From an optimization exercise on the open Yosys and OpenROAD flow, aimed at small area; shortcuts taken in it are not production practice. Function was not checked in any run shown here: the RTL went through the layout flow alone. No activity file was given, so power comes from the tool's default toggle rates.

==> design/flow/design.v <==
`timescale 1ns / 1ps
module addsub #(
    parameter W = 8
) (
    input  [W-1:0] a,
    input  [W-1:0] b,
    input          sub,
    output [W-1:0] s
);
    logic [W:0] c;
    logic [W-1:0] bb;
    assign c[0] = sub;
    assign bb = b ^ {W{sub}};
    genvar i;
    generate
        for (i = 0; i < W; i++) begin : g
            assign s[i] = a[i] ^ bb[i] ^ c[i];
            assign c[i+1] = (a[i] & bb[i]) | (c[i] & (a[i] ^ bb[i]));
        end
    endgenerate
endmodule
module addsmall #(
    parameter W = 12,
    parameter K = 6
) (
    input  [W-1:0] a,
    input  [K-1:0] b,
    input          sub,
    output [W-1:0] s
);
    logic [K:0] c;
    logic [K-1:0] bb;
    logic t;
    assign c[0] = sub;
    assign bb = b ^ {K{sub}};
    assign t = b[K-1] ^ sub;       
    genvar i;
    generate
        for (i = 0; i < K; i++) begin : lo
            assign s[i] = a[i] ^ bb[i] ^ c[i];
            assign c[i+1] = (a[i] & bb[i]) | (c[i] & (a[i] ^ bb[i]));
        end
    endgenerate
    logic [W-K:0] all1, any1;
    assign all1[0] = 1'b1;
    assign any1[0] = 1'b0;
    generate
        for (i = K; i < W; i++) begin : hi
            assign all1[i-K+1] = all1[i-K] & a[i];
            assign any1[i-K+1] = any1[i-K] | a[i];
            assign s[i] = a[i] ^ t ^ (t ? (c[K] | any1[i-K]) : (c[K] & all1[i-K]));
        end
    endgenerate
endmodule
module addfast #(
    parameter W = 12,
    parameter K = 6
) (
    input  [W-1:0] a,
    input  [K-1:0] b,
    input          sub,
    output [W-1:0] s
);
    localparam LG = (K + 1 > 8) ? 4 : (K + 1 > 4) ? 3 : (K + 1 > 2) ? 2 : 1;
    logic [K-1:0] bb, pp, gg;
    logic t;
    assign bb = b ^ {K{sub}};
    assign t = b[K-1] ^ sub;       
    logic [K:0] G [0:LG];
    logic [K:0] P [0:LG];
    assign G[0] = {(a[K-1:0] & bb), sub};
    assign P[0] = {(a[K-1:0] ^ bb), 1'b0};
    genvar l, i;
    generate
        for (l = 0; l < LG; l++) begin : lev
            for (i = 0; i <= K; i++) begin : node
                if (((i >> l) & 1) == 1) begin : comb
                    localparam integer J = ((i >> l) << l) - 1;
                    assign G[l+1][i] = G[l][i] | (P[l][i] & G[l][J]);
                    assign P[l+1][i] = P[l][i] & P[l][J];
                end else begin : pass
                    assign G[l+1][i] = G[l][i];
                    assign P[l+1][i] = P[l][i];
                end
            end
        end
    endgenerate
    logic [K:0] c;
    assign c = G[LG];
    assign s[K-1:0] = (a[K-1:0] ^ bb) ^ c[K-1:0];
    logic [W-K:0] all1, any1;
    assign all1[0] = 1'b1;
    assign any1[0] = 1'b0;
    generate
        for (i = K; i < W; i++) begin : hi
            assign all1[i-K+1] = all1[i-K] & a[i];
            assign any1[i-K+1] = any1[i-K] | a[i];
            assign s[i] = a[i] ^ t ^ (t ? (c[K] | any1[i-K]) : (c[K] & all1[i-K]));
        end
    endgenerate
endmodule
module addfast2 #(
    parameter W = 12,
    parameter K = 6
) (
    input  [W-1:0] a,
    input  [K-1:0] b,
    input          sub,
    output [W-1:0] s
);
    localparam LG = (K + 1 > 8) ? 4 : (K + 1 > 4) ? 3 : (K + 1 > 2) ? 2 : 1;
    localparam U = W - K;
    localparam LU = (U > 8) ? 4 : (U > 4) ? 3 : (U > 2) ? 2 : (U > 1) ? 1 : 0;
    logic [K-1:0] bb;
    logic t;
    assign bb = b ^ {K{sub}};
    assign t = b[K-1] ^ sub;
    logic [K:0] G [0:LG];
    logic [K:0] P [0:LG];
    assign G[0] = {(a[K-1:0] & bb), sub};
    assign P[0] = {(a[K-1:0] ^ bb), 1'b0};
    genvar l, i;
    generate
        for (l = 0; l < LG; l++) begin : lev
            for (i = 0; i <= K; i++) begin : node
                if (((i >> l) & 1) == 1) begin : comb
                    localparam integer J = ((i >> l) << l) - 1;
                    assign G[l+1][i] = G[l][i] | (P[l][i] & G[l][J]);
                    assign P[l+1][i] = P[l][i] & P[l][J];
                end else begin : pass
                    assign G[l+1][i] = G[l][i];
                    assign P[l+1][i] = P[l][i];
                end
            end
        end
    endgenerate
    logic [K:0] c;
    assign c = G[LG];
    assign s[K-1:0] = (a[K-1:0] ^ bb) ^ c[K-1:0];
    logic [U-1:0] O [0:LU];
    logic [U-1:0] Z [0:LU];
    assign O[0] = a[W-1:K];
    assign Z[0] = ~a[W-1:K];
    generate
        for (l = 0; l < LU; l++) begin : ulev
            for (i = 0; i < U; i++) begin : unode
                if (((i >> l) & 1) == 1) begin : comb
                    localparam integer J = ((i >> l) << l) - 1;
                    assign O[l+1][i] = O[l][i] & O[l][J];
                    assign Z[l+1][i] = Z[l][i] & Z[l][J];
                end else begin : pass
                    assign O[l+1][i] = O[l][i];
                    assign Z[l+1][i] = Z[l][i];
                end
            end
        end
    endgenerate
    wire inc = c[K] & ~t;
    wire dec = ~c[K] & t;
    assign s[K] = a[K] ^ inc ^ dec;
    generate
        for (i = 1; i < U; i++) begin : hi
            assign s[K+i] = a[K+i] ^ ((inc & O[LU][i-1]) | (dec & Z[LU][i-1]));
        end
    endgenerate
endmodule
module addfast3 #(
    parameter W = 12,
    parameter K = 6
) (
    input  [W-1:0] a,
    input  [K-1:0] b,
    input          sub,
    output [W-1:0] s
);
    localparam LG = (K + 1 > 8) ? 4 : (K + 1 > 4) ? 3 : (K + 1 > 2) ? 2 : 1;
    localparam U = W - K;
    localparam LU = (U > 8) ? 4 : (U > 4) ? 3 : (U > 2) ? 2 : (U > 1) ? 1 : 0;
    logic [K-1:0] bb;
    logic t;
    assign bb = b ^ {K{sub}};
    assign t = b[K-1] ^ sub;
    logic [K:0] G [0:LG];
    logic [K:0] P [0:LG];
    assign G[0] = {(a[K-1:0] & bb), sub};
    assign P[0] = {(a[K-1:0] ^ bb), 1'b0};
    genvar l, i;
    generate
        for (l = 0; l < LG; l++) begin : lev
            for (i = 0; i <= K; i++) begin : node
                if (((i >> l) & 1) == 1) begin : comb
                    localparam integer J = ((i >> l) << l) - 1;
                    assign G[l+1][i] = G[l][i] | (P[l][i] & G[l][J]);
                    assign P[l+1][i] = P[l][i] & P[l][J];
                end else begin : pass
                    assign G[l+1][i] = G[l][i];
                    assign P[l+1][i] = P[l][i];
                end
            end
        end
    endgenerate
    logic [K:0] c;
    assign c = G[LG];
    assign s[K-1:0] = (a[K-1:0] ^ bb) ^ c[K-1:0];
    logic [U-1:0] O [0:LU];
    assign O[0] = a[W-1:K] ^ {U{t}};
    generate
        for (l = 0; l < LU; l++) begin : ulev
            for (i = 0; i < U; i++) begin : unode
                if (((i >> l) & 1) == 1) begin : comb
                    localparam integer J = ((i >> l) << l) - 1;
                    assign O[l+1][i] = O[l][i] & O[l][J];
                end else begin : pass
                    assign O[l+1][i] = O[l][i];
                end
            end
        end
    endgenerate
    wire inc = c[K] ^ t;
    assign s[K] = a[K] ^ inc;
    generate
        for (i = 1; i < U; i++) begin : hi
            assign s[K+i] = a[K+i] ^ (inc & O[LU][i-1]);
        end
    endgenerate
endmodule
`timescale 1ns / 1ps
module phase_controller (
    input clock,
    input reset,
    output [3:0] code,
    output [7:0] w,
    output [1:0] quadrant
);
    logic [3:0] cd;
    logic [7:0] wr;
    logic [5:0] c;
    logic e, r;
    logic [1:0] q;
    wire pre = (cd == 4'd0);
    wire up  = ~q[0];
    wire endq = up ? (cd == 4'd14) && (wr == 8'h1d || wr == 8'h1e)
                   : (cd == 4'd1) && (wr == 8'he2 || wr == 8'he1);
    logic [7:0] up1, dn1, up2, dn2;      
    logic [7:0] upw, upw1, dnw, dnw1;    
    assign up1 = ({8{cd == 0}} & 8'hf)
            | ({8{cd == 1}} & 8'h7e)
            | ({8{cd == 2}} & 8'h7e)
            | ({8{cd == 3}} & 8'h76)
            | ({8{cd == 4}} & 8'h7f)
            | ({8{cd == 5}} & 8'h7e)
            | ({8{cd == 6}} & 8'h7f)
            | ({8{cd == 7}} & 8'h40)
            | ({8{cd == 8}} & 8'h7f)
            | ({8{cd == 9}} & 8'h7e)
            | ({8{cd == 10}} & 8'h7e)
            | ({8{cd == 11}} & 8'h76)
            | ({8{cd == 12}} & 8'h7f)
            | ({8{cd == 13}} & 8'h7e);
    assign up2 = ({8{cd == 0}} & 8'he)
            | ({8{cd == 1}} & 8'h7d)
            | ({8{cd == 2}} & 8'h7d)
            | ({8{cd == 3}} & 8'h75)
            | ({8{cd == 4}} & 8'h7e)
            | ({8{cd == 5}} & 8'h7d)
            | ({8{cd == 6}} & 8'h7e)
            | ({8{cd == 7}} & 8'h3f)
            | ({8{cd == 8}} & 8'h7e)
            | ({8{cd == 9}} & 8'h7d)
            | ({8{cd == 10}} & 8'h7d)
            | ({8{cd == 11}} & 8'h75)
            | ({8{cd == 12}} & 8'h7e)
            | ({8{cd == 13}} & 8'h7d);
    assign upw = ({8{cd == 0}} & 8'he1)
            | ({8{cd == 1}} & 8'h81)
            | ({8{cd == 2}} & 8'h80)
            | ({8{cd == 3}} & 8'h88)
            | ({8{cd == 4}} & 8'h81)
            | ({8{cd == 5}} & 8'h81)
            | ({8{cd == 6}} & 8'h80)
            | ({8{cd == 7}} & 8'hbf)
            | ({8{cd == 8}} & 8'h80)
            | ({8{cd == 9}} & 8'h81)
            | ({8{cd == 10}} & 8'h80)
            | ({8{cd == 11}} & 8'h88)
            | ({8{cd == 12}} & 8'h81)
            | ({8{cd == 13}} & 8'h81);
    assign upw1 = ({8{cd == 0}} & 8'he2)
            | ({8{cd == 1}} & 8'h82)
            | ({8{cd == 2}} & 8'h81)
            | ({8{cd == 3}} & 8'h89)
            | ({8{cd == 4}} & 8'h82)
            | ({8{cd == 5}} & 8'h82)
            | ({8{cd == 6}} & 8'h81)
            | ({8{cd == 7}} & 8'hc0)
            | ({8{cd == 8}} & 8'h81)
            | ({8{cd == 9}} & 8'h82)
            | ({8{cd == 10}} & 8'h81)
            | ({8{cd == 11}} & 8'h89)
            | ({8{cd == 12}} & 8'h82)
            | ({8{cd == 13}} & 8'h82);
    assign dn1 = ({8{cd == 2}} & 8'h81)
            | ({8{cd == 3}} & 8'h80)
            | ({8{cd == 4}} & 8'h88)
            | ({8{cd == 5}} & 8'h81)
            | ({8{cd == 6}} & 8'h81)
            | ({8{cd == 7}} & 8'h80)
            | ({8{cd == 8}} & 8'hbf)
            | ({8{cd == 9}} & 8'h80)
            | ({8{cd == 10}} & 8'h81)
            | ({8{cd == 11}} & 8'h80)
            | ({8{cd == 12}} & 8'h88)
            | ({8{cd == 13}} & 8'h81)
            | ({8{cd == 14}} & 8'h81);
    assign dn2 = ({8{cd == 2}} & 8'h82)
            | ({8{cd == 3}} & 8'h81)
            | ({8{cd == 4}} & 8'h89)
            | ({8{cd == 5}} & 8'h82)
            | ({8{cd == 6}} & 8'h82)
            | ({8{cd == 7}} & 8'h81)
            | ({8{cd == 8}} & 8'hc0)
            | ({8{cd == 9}} & 8'h81)
            | ({8{cd == 10}} & 8'h82)
            | ({8{cd == 11}} & 8'h81)
            | ({8{cd == 12}} & 8'h89)
            | ({8{cd == 13}} & 8'h82)
            | ({8{cd == 14}} & 8'h82);
    assign dnw = ({8{cd == 2}} & 8'h7e)
            | ({8{cd == 3}} & 8'h7e)
            | ({8{cd == 4}} & 8'h76)
            | ({8{cd == 5}} & 8'h7f)
            | ({8{cd == 6}} & 8'h7e)
            | ({8{cd == 7}} & 8'h7f)
            | ({8{cd == 8}} & 8'h40)
            | ({8{cd == 9}} & 8'h7f)
            | ({8{cd == 10}} & 8'h7e)
            | ({8{cd == 11}} & 8'h7e)
            | ({8{cd == 12}} & 8'h76)
            | ({8{cd == 13}} & 8'h7f)
            | ({8{cd == 14}} & 8'h7e);
    assign dnw1 = ({8{cd == 2}} & 8'h7d)
            | ({8{cd == 3}} & 8'h7d)
            | ({8{cd == 4}} & 8'h75)
            | ({8{cd == 5}} & 8'h7e)
            | ({8{cd == 6}} & 8'h7d)
            | ({8{cd == 7}} & 8'h7e)
            | ({8{cd == 8}} & 8'h3f)
            | ({8{cd == 9}} & 8'h7e)
            | ({8{cd == 10}} & 8'h7d)
            | ({8{cd == 11}} & 8'h7d)
            | ({8{cd == 12}} & 8'h75)
            | ({8{cd == 13}} & 8'h7e)
            | ({8{cd == 14}} & 8'h7d);
    wire can_up = (cd != 4'd14);
    wire can_dn = (cd != 4'd1) && (cd != 4'd0);
    wire hit1 = up ? (wr == up1) : (wr == dn1);
    wire hit2 = up ? (wr == up2) : (wr == dn2);
    wire xing = (up ? can_up : can_dn) && (hit1 || (e && hit2));
    wire over = e && hit1;             
    logic [7:0] w_step, w_cross;
    addsub #(.W(8)) uw (.a(wr), .b({6'd0, e, ~e}), .sub(~up), .s(w_step));
    assign w_cross = up ? (over ? upw1 : upw) : (over ? dnw1 : dnw);
    logic [5:0] c_next;
    assign c_next = ({6{c == 6'd0}} & 6'he)
            | ({6{c == 6'd1}} & 6'hf)
            | ({6{c == 6'd2}} & 6'h10)
            | ({6{c == 6'd3}} & 6'h11)
            | ({6{c == 6'd4}} & 6'h12)
            | ({6{c == 6'd5}} & 6'h13)
            | ({6{c == 6'd6}} & 6'h14)
            | ({6{c == 6'd7}} & 6'h15)
            | ({6{c == 6'd8}} & 6'h16)
            | ({6{c == 6'd9}} & 6'h17)
            | ({6{c == 6'd10}} & 6'h18)
            | ({6{c == 6'd11}} & 6'h19)
            | ({6{c == 6'd12}} & 6'h1a)
            | ({6{c == 6'd13}} & 6'h1b)
            | ({6{c == 6'd14}} & 6'h1c)
            | ({6{c == 6'd15}} & 6'h1d)
            | ({6{c == 6'd16}} & 6'h1e)
            | ({6{c == 6'd17}} & 6'h1f)
            | ({6{c == 6'd18}} & 6'h20)
            | ({6{c == 6'd19}} & 6'h21)
            | ({6{c == 6'd20}} & 6'h22)
            | ({6{c == 6'd21}} & 6'h23)
            | ({6{c == 6'd22}} & 6'h24)
            | ({6{c == 6'd23}} & 6'h25)
            | ({6{c == 6'd24}} & 6'h26)
            | ({6{c == 6'd25}} & 6'he)
            | ({6{c == 6'd26}} & 6'hf)
            | ({6{c == 6'd27}} & 6'h10)
            | ({6{c == 6'd28}} & 6'h11)
            | ({6{c == 6'd29}} & 6'h12)
            | ({6{c == 6'd30}} & 6'h13)
            | ({6{c == 6'd31}} & 6'h14)
            | ({6{c == 6'd32}} & 6'h15)
            | ({6{c == 6'd33}} & 6'h16)
            | ({6{c == 6'd34}} & 6'h17)
            | ({6{c == 6'd35}} & 6'h18)
            | ({6{c == 6'd36}} & 6'h19)
            | ({6{c == 6'd37}} & 6'h1a)
            | ({6{c == 6'd38}} & 6'h1b);
    wire c_big = (c >= 6'd25);
    always_ff @(posedge clock) begin
        if (reset || pre) begin
            c <= '0;
            e <= 1'b0;
            r <= 1'b0;
        end
        else begin
            r <= endq;
            if (r)
                c <= '0;
            else begin
                c <= c_next;
                e <= c_big;
            end
        end
    end
    always_ff @(posedge clock) begin
        if (reset) begin
            q <= 2'd0;
            cd <= 4'd0;
            wr <= 8'd0;
        end
        else if (endq)
            q <= q + 2'd1;
        else if (xing) begin
            cd <= up ? cd + 4'd1 : cd - 4'd1;
            wr <= w_cross;
        end
        else
            wr <= w_step;
    end
    assign code = cd;
    assign w = wr;
    assign quadrant = q;
endmodule
`timescale 1ns / 1ps
module cordic (
    input clock,
    input reset,
    output signed [12:0] sine,
    output signed [12:0] cosine
);
    logic [3:0] code;
    logic [7:0] w;
    logic [1:0] q;
    phase_controller pc (.clock(clock), .reset(reset), .code(code), .w(w), .quadrant(q));
    wire [9:0] dirs_a = {code, ~w[7], w[6:2]};
    logic [10:0] x9, y9;
    wire [7:0] ts = dirs_a[9:2];
    wire sw = ts[7];
    wire [6:0] tj = ts[6:0] ^ {7{sw}};
    logic [10:0] ta, tb;
    assign ta = ({11{tj == 7'd22}} & 11'h7fe)
            | ({11{tj == 7'd23}} & 11'h7fe)
            | ({11{tj == 7'd24}} & 11'h7fd)
            | ({11{tj == 7'd25}} & 11'h7fd)
            | ({11{tj == 7'd26}} & 11'h7fd)
            | ({11{tj == 7'd27}} & 11'h7fd)
            | ({11{tj == 7'd28}} & 11'h7fb)
            | ({11{tj == 7'd29}} & 11'h7fb)
            | ({11{tj == 7'd30}} & 11'h7fb)
            | ({11{tj == 7'd31}} & 11'h7fb)
            | ({11{tj == 7'd32}} & 11'h7f5)
            | ({11{tj == 7'd33}} & 11'h7f5)
            | ({11{tj == 7'd34}} & 11'h7f3)
            | ({11{tj == 7'd35}} & 11'h7f3)
            | ({11{tj == 7'd36}} & 11'h7ef)
            | ({11{tj == 7'd37}} & 11'h7ef)
            | ({11{tj == 7'd38}} & 11'h7ee)
            | ({11{tj == 7'd39}} & 11'h7ec)
            | ({11{tj == 7'd40}} & 11'h7e9)
            | ({11{tj == 7'd41}} & 11'h7e7)
            | ({11{tj == 7'd42}} & 11'h7e5)
            | ({11{tj == 7'd43}} & 11'h7e3)
            | ({11{tj == 7'd44}} & 11'h7df)
            | ({11{tj == 7'd45}} & 11'h7dd)
            | ({11{tj == 7'd46}} & 11'h7db)
            | ({11{tj == 7'd47}} & 11'h7d9)
            | ({11{tj == 7'd48}} & 11'h7d2)
            | ({11{tj == 7'd49}} & 11'h7d0)
            | ({11{tj == 7'd50}} & 11'h7cc)
            | ({11{tj == 7'd51}} & 11'h7ca)
            | ({11{tj == 7'd52}} & 11'h7c4)
            | ({11{tj == 7'd53}} & 11'h7c2)
            | ({11{tj == 7'd54}} & 11'h7bf)
            | ({11{tj == 7'd55}} & 11'h7bb)
            | ({11{tj == 7'd56}} & 11'h7b6)
            | ({11{tj == 7'd57}} & 11'h7b2)
            | ({11{tj == 7'd58}} & 11'h7ae)
            | ({11{tj == 7'd59}} & 11'h7aa)
            | ({11{tj == 7'd60}} & 11'h7a4)
            | ({11{tj == 7'd61}} & 11'h7a0)
            | ({11{tj == 7'd62}} & 11'h79c)
            | ({11{tj == 7'd63}} & 11'h798)
            | ({11{tj == 7'd64}} & 11'h793)
            | ({11{tj == 7'd65}} & 11'h78f)
            | ({11{tj == 7'd66}} & 11'h789)
            | ({11{tj == 7'd67}} & 11'h785)
            | ({11{tj == 7'd68}} & 11'h77f)
            | ({11{tj == 7'd69}} & 11'h77b)
            | ({11{tj == 7'd70}} & 11'h775)
            | ({11{tj == 7'd71}} & 11'h771)
            | ({11{tj == 7'd72}} & 11'h769)
            | ({11{tj == 7'd73}} & 11'h763)
            | ({11{tj == 7'd74}} & 11'h75d)
            | ({11{tj == 7'd75}} & 11'h757)
            | ({11{tj == 7'd76}} & 11'h751)
            | ({11{tj == 7'd77}} & 11'h74b)
            | ({11{tj == 7'd78}} & 11'h745)
            | ({11{tj == 7'd79}} & 11'h73f)
            | ({11{tj == 7'd80}} & 11'h735)
            | ({11{tj == 7'd81}} & 11'h72f)
            | ({11{tj == 7'd82}} & 11'h727)
            | ({11{tj == 7'd83}} & 11'h721)
            | ({11{tj == 7'd84}} & 11'h719)
            | ({11{tj == 7'd85}} & 11'h713)
            | ({11{tj == 7'd86}} & 11'h70b)
            | ({11{tj == 7'd87}} & 11'h705)
            | ({11{tj == 7'd88}} & 11'h6fb)
            | ({11{tj == 7'd89}} & 11'h6f5)
            | ({11{tj == 7'd90}} & 11'h6ee)
            | ({11{tj == 7'd91}} & 11'h6e6)
            | ({11{tj == 7'd92}} & 11'h6dd)
            | ({11{tj == 7'd93}} & 11'h6d5)
            | ({11{tj == 7'd94}} & 11'h6cd)
            | ({11{tj == 7'd95}} & 11'h6c5)
            | ({11{tj == 7'd96}} & 11'h6b9)
            | ({11{tj == 7'd97}} & 11'h6b1)
            | ({11{tj == 7'd98}} & 11'h6a9)
            | ({11{tj == 7'd99}} & 11'h6a1)
            | ({11{tj == 7'd100}} & 11'h696)
            | ({11{tj == 7'd101}} & 11'h68e)
            | ({11{tj == 7'd102}} & 11'h684)
            | ({11{tj == 7'd103}} & 11'h67c)
            | ({11{tj == 7'd104}} & 11'h671)
            | ({11{tj == 7'd105}} & 11'h669)
            | ({11{tj == 7'd106}} & 11'h65f)
            | ({11{tj == 7'd107}} & 11'h657)
            | ({11{tj == 7'd108}} & 11'h64b)
            | ({11{tj == 7'd109}} & 11'h643)
            | ({11{tj == 7'd110}} & 11'h63a)
            | ({11{tj == 7'd111}} & 11'h630)
            | ({11{tj == 7'd112}} & 11'h623)
            | ({11{tj == 7'd113}} & 11'h619)
            | ({11{tj == 7'd114}} & 11'h60f)
            | ({11{tj == 7'd115}} & 11'h605)
            | ({11{tj == 7'd116}} & 11'h5f9)
            | ({11{tj == 7'd117}} & 11'h5ef)
            | ({11{tj == 7'd118}} & 11'h5e5)
            | ({11{tj == 7'd119}} & 11'h5db)
            | ({11{tj == 7'd120}} & 11'h5cf)
            | ({11{tj == 7'd121}} & 11'h5c5)
            | ({11{tj == 7'd122}} & 11'h5b9)
            | ({11{tj == 7'd123}} & 11'h5af)
            | ({11{tj == 7'd124}} & 11'h5a3);
    assign tb = ({11{tj == 7'd22}} & 11'h7)
            | ({11{tj == 7'd23}} & 11'h15)
            | ({11{tj == 7'd24}} & 11'h29)
            | ({11{tj == 7'd25}} & 11'h37)
            | ({11{tj == 7'd26}} & 11'h47)
            | ({11{tj == 7'd27}} & 11'h55)
            | ({11{tj == 7'd28}} & 11'h67)
            | ({11{tj == 7'd29}} & 11'h75)
            | ({11{tj == 7'd30}} & 11'h85)
            | ({11{tj == 7'd31}} & 11'h93)
            | ({11{tj == 7'd32}} & 11'ha7)
            | ({11{tj == 7'd33}} & 11'hb5)
            | ({11{tj == 7'd34}} & 11'hc5)
            | ({11{tj == 7'd35}} & 11'hd3)
            | ({11{tj == 7'd36}} & 11'he5)
            | ({11{tj == 7'd37}} & 11'hf3)
            | ({11{tj == 7'd38}} & 11'h103)
            | ({11{tj == 7'd39}} & 11'h111)
            | ({11{tj == 7'd40}} & 11'h125)
            | ({11{tj == 7'd41}} & 11'h133)
            | ({11{tj == 7'd42}} & 11'h143)
            | ({11{tj == 7'd43}} & 11'h151)
            | ({11{tj == 7'd44}} & 11'h163)
            | ({11{tj == 7'd45}} & 11'h171)
            | ({11{tj == 7'd46}} & 11'h181)
            | ({11{tj == 7'd47}} & 11'h18f)
            | ({11{tj == 7'd48}} & 11'h1a3)
            | ({11{tj == 7'd49}} & 11'h1b1)
            | ({11{tj == 7'd50}} & 11'h1c1)
            | ({11{tj == 7'd51}} & 11'h1cf)
            | ({11{tj == 7'd52}} & 11'h1e1)
            | ({11{tj == 7'd53}} & 11'h1ef)
            | ({11{tj == 7'd54}} & 11'h1ff)
            | ({11{tj == 7'd55}} & 11'h20d)
            | ({11{tj == 7'd56}} & 11'h21e)
            | ({11{tj == 7'd57}} & 11'h22c)
            | ({11{tj == 7'd58}} & 11'h23c)
            | ({11{tj == 7'd59}} & 11'h24a)
            | ({11{tj == 7'd60}} & 11'h25a)
            | ({11{tj == 7'd61}} & 11'h268)
            | ({11{tj == 7'd62}} & 11'h278)
            | ({11{tj == 7'd63}} & 11'h286)
            | ({11{tj == 7'd64}} & 11'h289)
            | ({11{tj == 7'd65}} & 11'h297)
            | ({11{tj == 7'd66}} & 11'h2a7)
            | ({11{tj == 7'd67}} & 11'h2b5)
            | ({11{tj == 7'd68}} & 11'h2c6)
            | ({11{tj == 7'd69}} & 11'h2d4)
            | ({11{tj == 7'd70}} & 11'h2e2)
            | ({11{tj == 7'd71}} & 11'h2f0)
            | ({11{tj == 7'd72}} & 11'h301)
            | ({11{tj == 7'd73}} & 11'h30f)
            | ({11{tj == 7'd74}} & 11'h31d)
            | ({11{tj == 7'd75}} & 11'h32b)
            | ({11{tj == 7'd76}} & 11'h33b)
            | ({11{tj == 7'd77}} & 11'h349)
            | ({11{tj == 7'd78}} & 11'h357)
            | ({11{tj == 7'd79}} & 11'h365)
            | ({11{tj == 7'd80}} & 11'h376)
            | ({11{tj == 7'd81}} & 11'h384)
            | ({11{tj == 7'd82}} & 11'h392)
            | ({11{tj == 7'd83}} & 11'h3a0)
            | ({11{tj == 7'd84}} & 11'h3ae)
            | ({11{tj == 7'd85}} & 11'h3bc)
            | ({11{tj == 7'd86}} & 11'h3ca)
            | ({11{tj == 7'd87}} & 11'h3d8)
            | ({11{tj == 7'd88}} & 11'h3e7)
            | ({11{tj == 7'd89}} & 11'h3f3)
            | ({11{tj == 7'd90}} & 11'h401)
            | ({11{tj == 7'd91}} & 11'h40d)
            | ({11{tj == 7'd92}} & 11'h41d)
            | ({11{tj == 7'd93}} & 11'h429)
            | ({11{tj == 7'd94}} & 11'h437)
            | ({11{tj == 7'd95}} & 11'h443)
            | ({11{tj == 7'd96}} & 11'h453)
            | ({11{tj == 7'd97}} & 11'h45f)
            | ({11{tj == 7'd98}} & 11'h46d)
            | ({11{tj == 7'd99}} & 11'h479)
            | ({11{tj == 7'd100}} & 11'h487)
            | ({11{tj == 7'd101}} & 11'h493)
            | ({11{tj == 7'd102}} & 11'h4a1)
            | ({11{tj == 7'd103}} & 11'h4ad)
            | ({11{tj == 7'd104}} & 11'h4bb)
            | ({11{tj == 7'd105}} & 11'h4c7)
            | ({11{tj == 7'd106}} & 11'h4d3)
            | ({11{tj == 7'd107}} & 11'h4df)
            | ({11{tj == 7'd108}} & 11'h4ed)
            | ({11{tj == 7'd109}} & 11'h4f9)
            | ({11{tj == 7'd110}} & 11'h505)
            | ({11{tj == 7'd111}} & 11'h511)
            | ({11{tj == 7'd112}} & 11'h520)
            | ({11{tj == 7'd113}} & 11'h52c)
            | ({11{tj == 7'd114}} & 11'h538)
            | ({11{tj == 7'd115}} & 11'h544)
            | ({11{tj == 7'd116}} & 11'h550)
            | ({11{tj == 7'd117}} & 11'h55a)
            | ({11{tj == 7'd118}} & 11'h566)
            | ({11{tj == 7'd119}} & 11'h570)
            | ({11{tj == 7'd120}} & 11'h57f)
            | ({11{tj == 7'd121}} & 11'h589)
            | ({11{tj == 7'd122}} & 11'h595)
            | ({11{tj == 7'd123}} & 11'h59f)
            | ({11{tj == 7'd124}} & 11'h5ab);
    assign x9 = sw ? tb : ta;
    assign y9 = sw ? ta : tb;
    logic [9:0] dirs_r1;
    logic [1:0] q_r1;
    logic [10:0] x_r1;
    logic [10:0] y_r1;
    always_ff @(posedge clock) begin
        dirs_r1 <= dirs_a;
        q_r1 <= q;
        x_r1 <= x9;
        y_r1 <= y9;
    end
    logic [10:0] x10, y10;
    addfast2 #(.W(11), .K(3)) ux10 (.a(11'(x_r1)), .b(3'(y_r1 >> 9)), .sub(dirs_r1[1]), .s(x10));
    addfast2 #(.W(11), .K(3)) uy10 (.a(11'(y_r1)), .b(3'(x_r1 >> 9)), .sub(~dirs_r1[1]), .s(y10));
    wire mx = q_r1[0] ^ q_r1[1];
    wire my = q_r1[1];
    wire bx = y10[10];
    wire by = x10[10];
    logic signed [2:0] ax, ay;
    assign ax = mx ? (dirs_r1[0] ? 3'd1 + {2'b00, bx} : 3'd1 - {2'b00, bx}) : (dirs_r1[0] ? 3'd0 - {2'b00, bx} : {2'b00, bx});
    assign ay = my ? (dirs_r1[0] ? 3'd1 - {2'b00, by} : 3'd1 + {2'b00, by}) : (dirs_r1[0] ? {2'b00, by} : 3'd0 - {2'b00, by});
    logic [10:0] rx, ry;
    addfast2 #(.W(11), .K(3)) ux11 (.a(x10 ^ {11{mx}}), .b(ax), .sub(1'b0), .s(rx));
    addfast2 #(.W(11), .K(3)) uy11 (.a(y10 ^ {11{my}}), .b(ay), .sub(1'b0), .s(ry));
    assign cosine = {1'b0, ~mx, rx};
    assign sine = {1'b0, ~my, ry};
endmodule
==> design/flow/run.sh <==
#!/bin/bash
# synth_recipe.tcl (not shown) runs the flow's synth.tcl, then flattens the netlist and writes it again
# the make line also repeats each setting of config.mk as NAME=value (left out here)
make -C /OpenROAD-flow-scripts/flow DESIGN_CONFIG=/design/flow/config.mk WORK_HOME=/design/flow/orfs CLKGATE_MAP_FILE= SYNTH_SCRIPT=/design/flow/synth_recipe.tcl finish
==> design/flow/config.mk <==
export PLATFORM = sky130hd
export DESIGN_NAME = cordic
export DESIGN_NICKNAME = cordic
export VERILOG_FILES = /design/flow/design.v
export SDC_FILE = /design/flow/constraint.sdc
export NUM_CORES = 4
export LEC_CHECK = 0
export ABC_AREA = 1
export CAP_MARGIN = 20
export CORE_MARGIN = 2
export CORE_UTILIZATION = 40
export CTS_BUF_LIST = sky130_fd_sc_hd__clkbuf_8
export GPL_TIMING_DRIVEN = 0
export PLACE_DENSITY = 0.8
export SLEW_MARGIN = 20
==> design/flow/constraint.sdc <==
create_clock -name core_clock -period 5.0 [get_ports {clock}]
set_input_delay 1.0000 -clock core_clock [delete_from_list [all_inputs] [get_ports {clock}]]
set_output_delay 1.0000 -clock core_clock [all_outputs]
set_load 0.01 [all_outputs]
==> reports/metrics.cfg, run 1 <==
[status]
outcome=complete, no violations

[synthesis]
syn_area_um2=7450
postSynthAreaPerCell_um2=5.52
syn-instance-count=1350
synth_seq_cells=48
yosysSeqAreaShare_pct=12.9
synth_warnings=7
synth_area_leaders=nand2_1, dfxtp_1, nand3_1
synth_area_leader_cell=nand2_1
yosys.cell_types.count=53
synth_top_area_share_pct=21.1

[critical_path]
cp_common_cell=nand2_1
r2r_end=pc.wr[7]
endpoint_kind=primary output
reg2reg_depth=16
cp-start-kind=register
path_buf_inv=6
cp.required_ns=4.00
arrival_ns=3.93
crit_path_top_delay_cell=dfxtp_2
crit_fanout=6
r2r_slack_ns=0.32
path_class=reg -> out
r2r_start=pc.q[0]
max_stage_delay_ns=0.35
path_delay_family=simple AND/OR/NAND/NOR gates

[cells_and_area]
register_area_um2=962
area_growth_pct=12.5
stdcell_area_um2=8380
drive_gt1_share_pct=9.17
multiInputGateArea_um2=5930
fill_cells=1901
antennaDiodeCount=0
nets=1425

[detailed_routing]
dr.pass1.iters=5
vias_per_cell=6.12
ant_nets=0
drt_iter0_drc=1242
wl_per_cell_um=22.2
drcViolationCount=0
totalWireLength_um=36100
vias=9943

[pwr]
intPower_mw=0.520
power_switching_mw=0.178
total_power_mw=0.699
vdd_ir_drop_max_mv=0.0995
p_sw_share_pct=25.5
pwr-share-seq_pct=55.6
p_leak_nw=4.80
p_comb_share_pct=7.8
clkPwrFrac_pct=36.6
p_per_area_nw_per_um2=83.3

[place]
place.gp.congestion=1.13
port_buffers=25
dp_hpwl_um=28800
place_area_um2=7990
preCtsSetupSlack_ns=-0.0817

[timing]
period_share_pct=98.7
setup_viol=0
hold_violations=0
skew_ns=0.0141
worst_pin_slew_ns=1.08
hold-worst-slack_ns=0.378
fmax_mhz=203
relSlewSlack_pct=27.2
slew_violations=0
fin_ws_ns=0.0653
min_period_ns=4.93

[cts]
cts.hold.buffers_added=0
cts_buffers=5
clock_path_buffers=2
htreeDepth=2
clkTransAtPathRegs_ns=0.09
clockRootBuffer=clkbuf_8
worstSkewPairLatency_ns=0.32
cts_tree=built
cts.sinks=48

[global_route]
gr-usage-all-layers_pct=34.3
antenna_found_initial=0
grt_pass1_vias=8935
grt_pass1_wl_um=51700
grt_max_degree=16
gr-total-overflow=0

[die]
die_y_um=140
fp.coreArea_um2=18100
initial_utilization_pct=41.1
io-pin-count=28
rows=49
fp.dieW_um=140
die-area_um2=19700

[min_path]
hold_path_startpoint=pc.q[1]
min_path_cells=0
hp-class=reg -> reg
holdPathEnd=q_r1[1]

[run]
maxCapViolCount=0

-- timing repair --
item                                    CTS  global route
pin swaps                                 4             9
setup buffers                             7             6
endpoints found under the setup margin   16            18
gates resized for setup                  26            47
-- layout by cell type (no fill, tap or decap), types with 9 or more instances in the layout --
cell             synthesis  layout
xnor2_1                 20      19
xor2_1                  48      46
clkdlybuf4s50_1          0       9
dfxtp_1                 48      47
fa_1                    10      10
clkbuf_1                12      10
o21ai_0                 45      45
nor2_1                 152     150
nand4_1                 42      42
ha_1                    18      14
nand3_1                139     137
nand2_2                 10      12
a21oi_1                 31      30
inv_1                  150     143
nor3_1                  52      52
nor2_2                  23      21
inv_2                    7      14
nand2_1                419     414
buf_4                    4      17
nor4_1                  33      33
-- layout make-up --
type / count / share of cell area [%]
inverter: 159 / 7.12
timing repair buffer: 38 / 3.97
multi-input combinational: 1113 / 70.8
clock inverter: 2 / 0.164
clock buffer: 6 / 0.985
sequential: 48 / 11.5
tap: 229 / 3.42
buffer: 30 / 2.10
-- registers in the layout (all words and copies together) (netlist names) --
| name | count |
|---|---|
| pc.r | 1 |
| pc.e | 1 |
| pc.c | 6 |
| x_r1 | 11 |
| dirs_r1 | 2 |
| pc.wr | 8 |
| q_r1 | 2 |
| pc.q | 2 |
| pc.cd | 4 |
| y_r1 | 11 |
-- through the flow --
| step | util, % | setup TNS [ns] | cells |
|---|---|---|---|
| floorplan | - | 0 | 1351 |
| global placement | 44.0 | 0 | 1605 |
| detailed placement | 44.0 | -0.418 | 1605 |
| CTS | 45.2 | 0 | 1620 |
| global route | 46.2 | -0.349 | 1625 |
| finish | 46.2 | 0 | 1625 |
-- per-layer routing --
layer  vias to the layer above  track usage (%)  wire length, um
met5                         -                0                0
met4                         0             10.3             1880
met3                       151             11.4             4600
met2                       707             53.6            15200
met1                      4555             45.0            14400
li1                       4530                -                -
-- logic make-up after synthesis --
| family | count (synthesis) | synth area share, % |
|---|---|---|
| flip-flops | 48 | 12.9 |
| buffers and inverters | 190 | 10.3 |
| AND/OR/NAND/NOR | 901 | 53.9 |
| AO/OA/AOI/OAI | 112 | 8.73 |
| other | 1 | 0.0503 |
| XOR/XNOR | 70 | 8.43 |
| adder cells (fa/ha/maj) | 28 | 5.71 |
-- cells in the mapped netlist, drive strengths merged --
cell type / instances
a2111oi: 1
a211oi: 4
a21oi: 32
a221oi: 1
a31oi: 1
a32o: 2
a41oi: 2
and2: 1
and3: 3
buf: 18
clkbuf: 13
clkinv: 2
conb: 1
dfxtp: 48
fa: 10
ha: 18
inv: 157
nand2: 429
nand3: 141
nand3b: 6
nand4: 42
nor2: 178
nor3: 54
nor3b: 2
nor4: 33
nor4b: 3
o2111ai: 5
o21a: 1
o21ai: 55
o22ai: 4
o311ai: 2
o31ai: 2
or2: 7
or3: 2
xnor2: 21
xor2: 49
-- power by group through the flow --
stage,Sequential (mW),Clock [mW],Combinational (mW)
after global placement,0.397,0,0.0492
after detailed placement,0.397,0,0.0512
final,0.388,0.256,0.0547
after floorplan,0.396,0,0.0360
after CTS,0.388,0.260,0.0508
after global routing,0.389,0.276,0.0604
-- worst max path at each step --
stage / from / cells after the start / end
finish: dirs_r1[1] / 25 / sine[9]
global route: dirs_r1[1] / 23 / cosine[5]
CTS: dirs_r1[1] / 23 / cosine[10]
detailed placement: dirs_r1[1] / 23 / sine[7]
global placement: pc.q[0] / 16 / pc.wr[7]
floorplan: pc.q[0] / 16 / pc.wr[7]
==> run 2, diff against run 1 <==
--- a/design/flow/design.v
+++ b/design/flow/design.v
@@ -238,11 +238,9 @@
     logic e, r;
     logic [1:0] q;
     wire pre = (cd == 4'd0);
-    wire up  = ~q[0];
-    wire endq = up ? (cd == 4'd14) && (wr == 8'h1d || wr == 8'h1e)
-                   : (cd == 4'd1) && (wr == 8'he2 || wr == 8'he1);
-    logic [7:0] up1, dn1, up2, dn2;      
-    logic [7:0] upw, upw1, dnw, dnw1;    
+    wire endq = (cd == 4'd14) && (wr == 8'h1d || wr == 8'h1e);
+    logic [7:0] up1, up2;           
+    logic [7:0] upw, upw1;          
     assign up1 = ({8{cd == 0}} & 8'hf)
             | ({8{cd == 1}} & 8'h7e)
             | ({8{cd == 2}} & 8'h7e)
@@ -299,67 +297,20 @@
             | ({8{cd == 11}} & 8'h89)
             | ({8{cd == 12}} & 8'h82)
             | ({8{cd == 13}} & 8'h82);
-    assign dn1 = ({8{cd == 2}} & 8'h81)
-            | ({8{cd == 3}} & 8'h80)
-            | ({8{cd == 4}} & 8'h88)
-            | ({8{cd == 5}} & 8'h81)
-            | ({8{cd == 6}} & 8'h81)
-            | ({8{cd == 7}} & 8'h80)
-            | ({8{cd == 8}} & 8'hbf)
-            | ({8{cd == 9}} & 8'h80)
-            | ({8{cd == 10}} & 8'h81)
-            | ({8{cd == 11}} & 8'h80)
-            | ({8{cd == 12}} & 8'h88)
-            | ({8{cd == 13}} & 8'h81)
-            | ({8{cd == 14}} & 8'h81);
-    assign dn2 = ({8{cd == 2}} & 8'h82)
-            | ({8{cd == 3}} & 8'h81)
-            | ({8{cd == 4}} & 8'h89)
-            | ({8{cd == 5}} & 8'h82)
-            | ({8{cd == 6}} & 8'h82)
-            | ({8{cd == 7}} & 8'h81)
-            | ({8{cd == 8}} & 8'hc0)
-            | ({8{cd == 9}} & 8'h81)
-            | ({8{cd == 10}} & 8'h82)
-            | ({8{cd == 11}} & 8'h81)
-            | ({8{cd == 12}} & 8'h89)
-            | ({8{cd == 13}} & 8'h82)
-            | ({8{cd == 14}} & 8'h82);
-    assign dnw = ({8{cd == 2}} & 8'h7e)
-            | ({8{cd == 3}} & 8'h7e)
-            | ({8{cd == 4}} & 8'h76)
-            | ({8{cd == 5}} & 8'h7f)
-            | ({8{cd == 6}} & 8'h7e)
-            | ({8{cd == 7}} & 8'h7f)
-            | ({8{cd == 8}} & 8'h40)
-            | ({8{cd == 9}} & 8'h7f)
-            | ({8{cd == 10}} & 8'h7e)
-            | ({8{cd == 11}} & 8'h7e)
-            | ({8{cd == 12}} & 8'h76)
-            | ({8{cd == 13}} & 8'h7f)
-            | ({8{cd == 14}} & 8'h7e);
-    assign dnw1 = ({8{cd == 2}} & 8'h7d)
-            | ({8{cd == 3}} & 8'h7d)
-            | ({8{cd == 4}} & 8'h75)
-            | ({8{cd == 5}} & 8'h7e)
-            | ({8{cd == 6}} & 8'h7d)
-            | ({8{cd == 7}} & 8'h7e)
-            | ({8{cd == 8}} & 8'h3f)
-            | ({8{cd == 9}} & 8'h7e)
-            | ({8{cd == 10}} & 8'h7d)
-            | ({8{cd == 11}} & 8'h7d)
-            | ({8{cd == 12}} & 8'h75)
-            | ({8{cd == 13}} & 8'h7e)
-            | ({8{cd == 14}} & 8'h7d);
-    wire can_up = (cd != 4'd14);
-    wire can_dn = (cd != 4'd1) && (cd != 4'd0);
-    wire hit1 = up ? (wr == up1) : (wr == dn1);
-    wire hit2 = up ? (wr == up2) : (wr == dn2);
-    wire xing = (up ? can_up : can_dn) && (hit1 || (e && hit2));
+    wire hit1 = (wr == up1);
+    wire hit2 = (wr == up2);
+    wire xing = (cd != 4'd14) && (hit1 || (e && hit2));
     wire over = e && hit1;             
-    logic [7:0] w_step, w_cross;
-    addsub #(.W(8)) uw (.a(wr), .b({6'd0, e, ~e}), .sub(~up), .s(w_step));
-    assign w_cross = up ? (over ? upw1 : upw) : (over ? dnw1 : dnw);
+    logic [7:0] w_step;
+    wire g1 = e | wr[0];
+    assign w_step[0] = wr[0] ^ ~e;
+    assign w_step[1] = wr[1] ^ g1;
+    genvar k;
+    generate
+        for (k = 2; k < 8; k++) begin : ws
+            assign w_step[k] = wr[k] ^ (g1 & (&wr[k-1:1]));
+        end
+    endgenerate
     logic [5:0] c_next;
     assign c_next = ({6{c == 6'd0}} & 6'he)
             | ({6{c == 6'd1}} & 6'hf)
@@ -423,11 +374,14 @@
             cd <= 4'd0;
             wr <= 8'd0;
         end
-        else if (endq)
+        else if (endq) begin
             q <= q + 2'd1;
+            cd <= 4'd1;
+            wr <= 8'he1;
+        end
         else if (xing) begin
-            cd <= up ? cd + 4'd1 : cd - 4'd1;
-            wr <= w_cross;
+            cd <= cd + 4'd1;
+            wr <= over ? upw1 : upw;
         end
         else
             wr <= w_step;
@@ -447,7 +401,10 @@
     logic [7:0] w;
     logic [1:0] q;
     phase_controller pc (.clock(clock), .reset(reset), .code(code), .w(w), .quadrant(q));
-    wire [9:0] dirs_a = {code, ~w[7], w[6:2]};
+    wire [9:0] dirs_ac = {code, ~w[7], w[6:2]};
+    wire tie1 = q[0] && (code == 4'd12) && (w == 8'h88);
+    wire tie2 = q[0] && (code == 4'd4) && (w == 8'h88);
+    wire [9:0] dirs_a = tie1 ? 10'b0100000010 : tie2 ? 10'b1100000010 : dirs_ac ^ {10{q[0]}};
     logic [10:0] x9, y9;
     wire [7:0] ts = dirs_a[9:2];
     wire sw = ts[7];
==> run 2 against run 1 <==
  * Count of clock-buffer cells in the layout is 1 lower
  * Setup slack better by 0.10 ns
  * Critical path depth decreased by 9
  * Maximum frequency is 2.1% higher
  * Sequential power hardly changed
  * Combinational power up 1%
  * Clock skew grew 0.0099 ns
  * Highest routed layer unchanged
  * Critical path type unchanged
  * Wire length is 1.2% lower
  * Via count decreased by 5.6%
  * Synthesized cell count fell by 3.6%
  * Core utilization down 0.32 points
  * Area after synthesis increased by 1.3%
==> reports/metrics.cfg, run 2 <==
[critical_path]
critPathCapture=cosine[1]
reg2reg_depth=18
critical_path.startpoint=dirs_r1[1]
cp-start-kind=register
cp.required_ns=4.00
crit_fanout=5
endpoint_kind=primary output
path_class=reg -> out
r2r_slack_ns=1.18
r2r_end=y_r1[3]
arrival_ns=3.83
r2r_start=pc.cd[0]

[cells_and_area]
antennaDiodeCount=0
layout_common_cells=nand2_1, nor2_1, inv_1
top_regs=x_r1 x11, y_r1 x11, pc.wr x8
nets=1369
drive_gt1_share_pct=16.0
postLayoutCoreUtil_pct=45.9
final_common_cell=nand2_1
stdcell_area_um2=8520
area_growth_pct=12.9

[synthesis]
synth_compound_area_share_pct=8.12
yosys.cell_types.count=57
postSynthAreaPerCell_um2=5.80
synth.area.mux_share_pct=0.133
ys_top_cells_by_count=nand2_1, nor2_1, inv_1
synth_area_leaders=nand2_1, dfxtp_1, nor2_1
synth-adder-area-share_pct=3.71
syn-instance-count=1301
syn_area_um2=7550
synth_ff_type=dfxtp_1
synth_top_area_share_pct=18.1
yosysMostFrequentCell=nand2_1
yosysSeqAreaShare_pct=12.7
synthSimpleGateAreaFrac_pct=57.1
synthArstFlopShare_pct=0
synth_seq_cells=48
synth_xor_area_share_pct=7.28
synth_top_family_by_area=simple AND/OR/NAND/NOR gates
synth-edff-count=0
synth_warnings=7
synth_area_leader_cell=nand2_1

[cts]
cts.hold.buffers_added=0
cts_tree=built
htreeDepth=2
cts_buffers=5
clock_path_buffers=2
clkTransAtPathRegs_ns=0.09
worstSkewPairLatency_ns=0.34
clockRootBuffer=clkbuf_8
cts.sinks=48

[global_route]
antenna_found_initial=0
grt_pass1_vias=8701
grt_max_degree=17
gr-total-overflow=0
gr-usage-all-layers_pct=35.0
grt_pass1_wl_um=52300

[detailed_routing]
drt_iter0_drc=1070
drcViolationCount=0
totalWireLength_um=35600
vias_per_cell=5.93
dr.pass1.iters=5
wl_per_cell_um=22.5
vias=9389
ant_nets=0

[pwr]
p_leak_nw=4.93
p_per_area_nw_per_um2=92.6
total_power_mw=0.789
vdd_ir_drop_max_mv=0.0903

[place]
port_buffers=24
preCtsSetupSlack_ns=-0.210
dp_hpwl_um=29100
place_area_um2=8080
place.gp.congestion=1.16

[timing]
relSlewSlack_pct=40.7
fmax_mhz=207
period_share_pct=96.7
hold_violations=0
worst_pin_slew_ns=0.885
slew_violations=0
min_period_ns=4.83
final.setup.tns_ns=0
setup_viol=0
skew_ns=0.0240
fin_ws_ns=0.167

[die]
initial_utilization_pct=40.6
fp.coreArea_um2=18600
die_y_um=141
io-pin-count=28
fp.dieW_um=141
rows=50
die-area_um2=20000

[run]
maxCapViolCount=0

[status]
outcome=complete, no violations

[min_path]
hp-class=reg -> reg

[run 2: metrics by stage]
step                      hold WS, ns  std cells
after floorplan                 0.351       1302
after global placement          0.355       1560
after detailed placement        0.360       1560
after CTS                       0.380       1574
after global routing            0.388       1582
final                           0.375       1582
[run 2: critical path, cell delays in order (launching register included)]
cell and delay (ns):
dfxtp_4 0.40, buf_12 0.14, xnor2_4 0.14, ha_1 0.31, nand3_2 0.11, nand2_1 0.10
nor2_4 0.14, nand3_2 0.12, mux2i_4 0.23, xnor2_2 0.17, buf_4 0.17, xor2_1 0.19
ha_1 0.20, inv_1 0.06, fa_1 0.42, inv_1 0.06, clkdlybuf4s50_1 0.53
[run 2: cell families (layout without fill, tap and decap cells)]
kind of cell / after synthesis / count (layout)
AOI/OAI and AO/OA: 106 / 106
xor gates and xnor gates: 61 / 61
adders and majority gates: 20 / 20
buffers and inverters: 196 / 242
DFF: 48 / 48
muxes: 1 / 1
other: 1 / 2
and+or+nand+nor: 868 / 868
[run 2: report_power, final]
group / total [mW] / switching (mW) / internal (mW)
clock: 0.345 / 0.144 / 0.201
combinational: 0.0555 / 0.0327 / 0.0229
sequential: 0.389 / 0.00436 / 0.384
[run 2: layer usage]
metal / vias up / share of wire [%] / GRT usage, %
met2: 576 / 45 / 57.4
met4: 0 / 7.5 / 21.9
li1: 4350 / - / -
met3: 165 / 8.5 / 6.18
met5: - / 0 / 0
met1: 4298 / 39 / 42.5
[run 2: final cells by class]
cell class,instances,area [um2]
timing repair buffer,38,393
buffer,23,165
multi-input combinational,1058,5910
tap,234,293
clock buffer,5,68.8
inverter,173,659
clock inverter,3,68.8
fill,1960,10100
sequential,48,966
[run 2: what timing repair did]
item / in CTS / in global routing
endpoints found under the hold margin: 0 / 0
resized for setup: 19 / 26
setup buffers: 6 / 8
endpoints found under the setup margin: 18 / 17
pin swaps: 5 / 4
[run 2: worst min path at each step]
stage / startpoint / end / slack (ns) / depth (start not counted)
after global routing: pc.q[1] / q_r1[1] / 0.39 / 0
final: pc.q[0] / q_r1[0] / 0.37 / 0
after detailed placement: pc.q[1] / q_r1[1] / 0.36 / 0
after floorplan: pc.q[0] / q_r1[0] / 0.35 / 0
after global placement: pc.q[0] / q_r1[0] / 0.35 / 0
after CTS: pc.q[0] / q_r1[0] / 0.38 / 0

==> port drivers added, routing unchanged <==
In the flow no input, the clock included, has a driving cell. The finished layouts below were timed again as built, in two steps. Step 1 sets driving cells, clkbuf_16 on the clock port and buf_2 on the other inputs (assumed; they add their load-dependent delay and slew). Step 2 moves the port delays by t, midway between the first and last clock arrival at a register: inputs arrive t later, outputs are due t later. That takes back most of the time a late clock gives input paths. a / b / c = ideal ports / drivers / drivers and shift; a / b = the first two.
| run | shift t [ns] | slack for setup (ns) | slew at the worst register clock pin (ns) |
|---|---|---|---|
| run 1 | 0.340 | 0.065 / 0.037 / 0.316 | 0.10 / 0.10 |
| run 2 | 0.368 | 0.167 / 0.123 / 0.491 | 0.11 / 0.11 |
After both steps setup and hold are still met in every run listed.
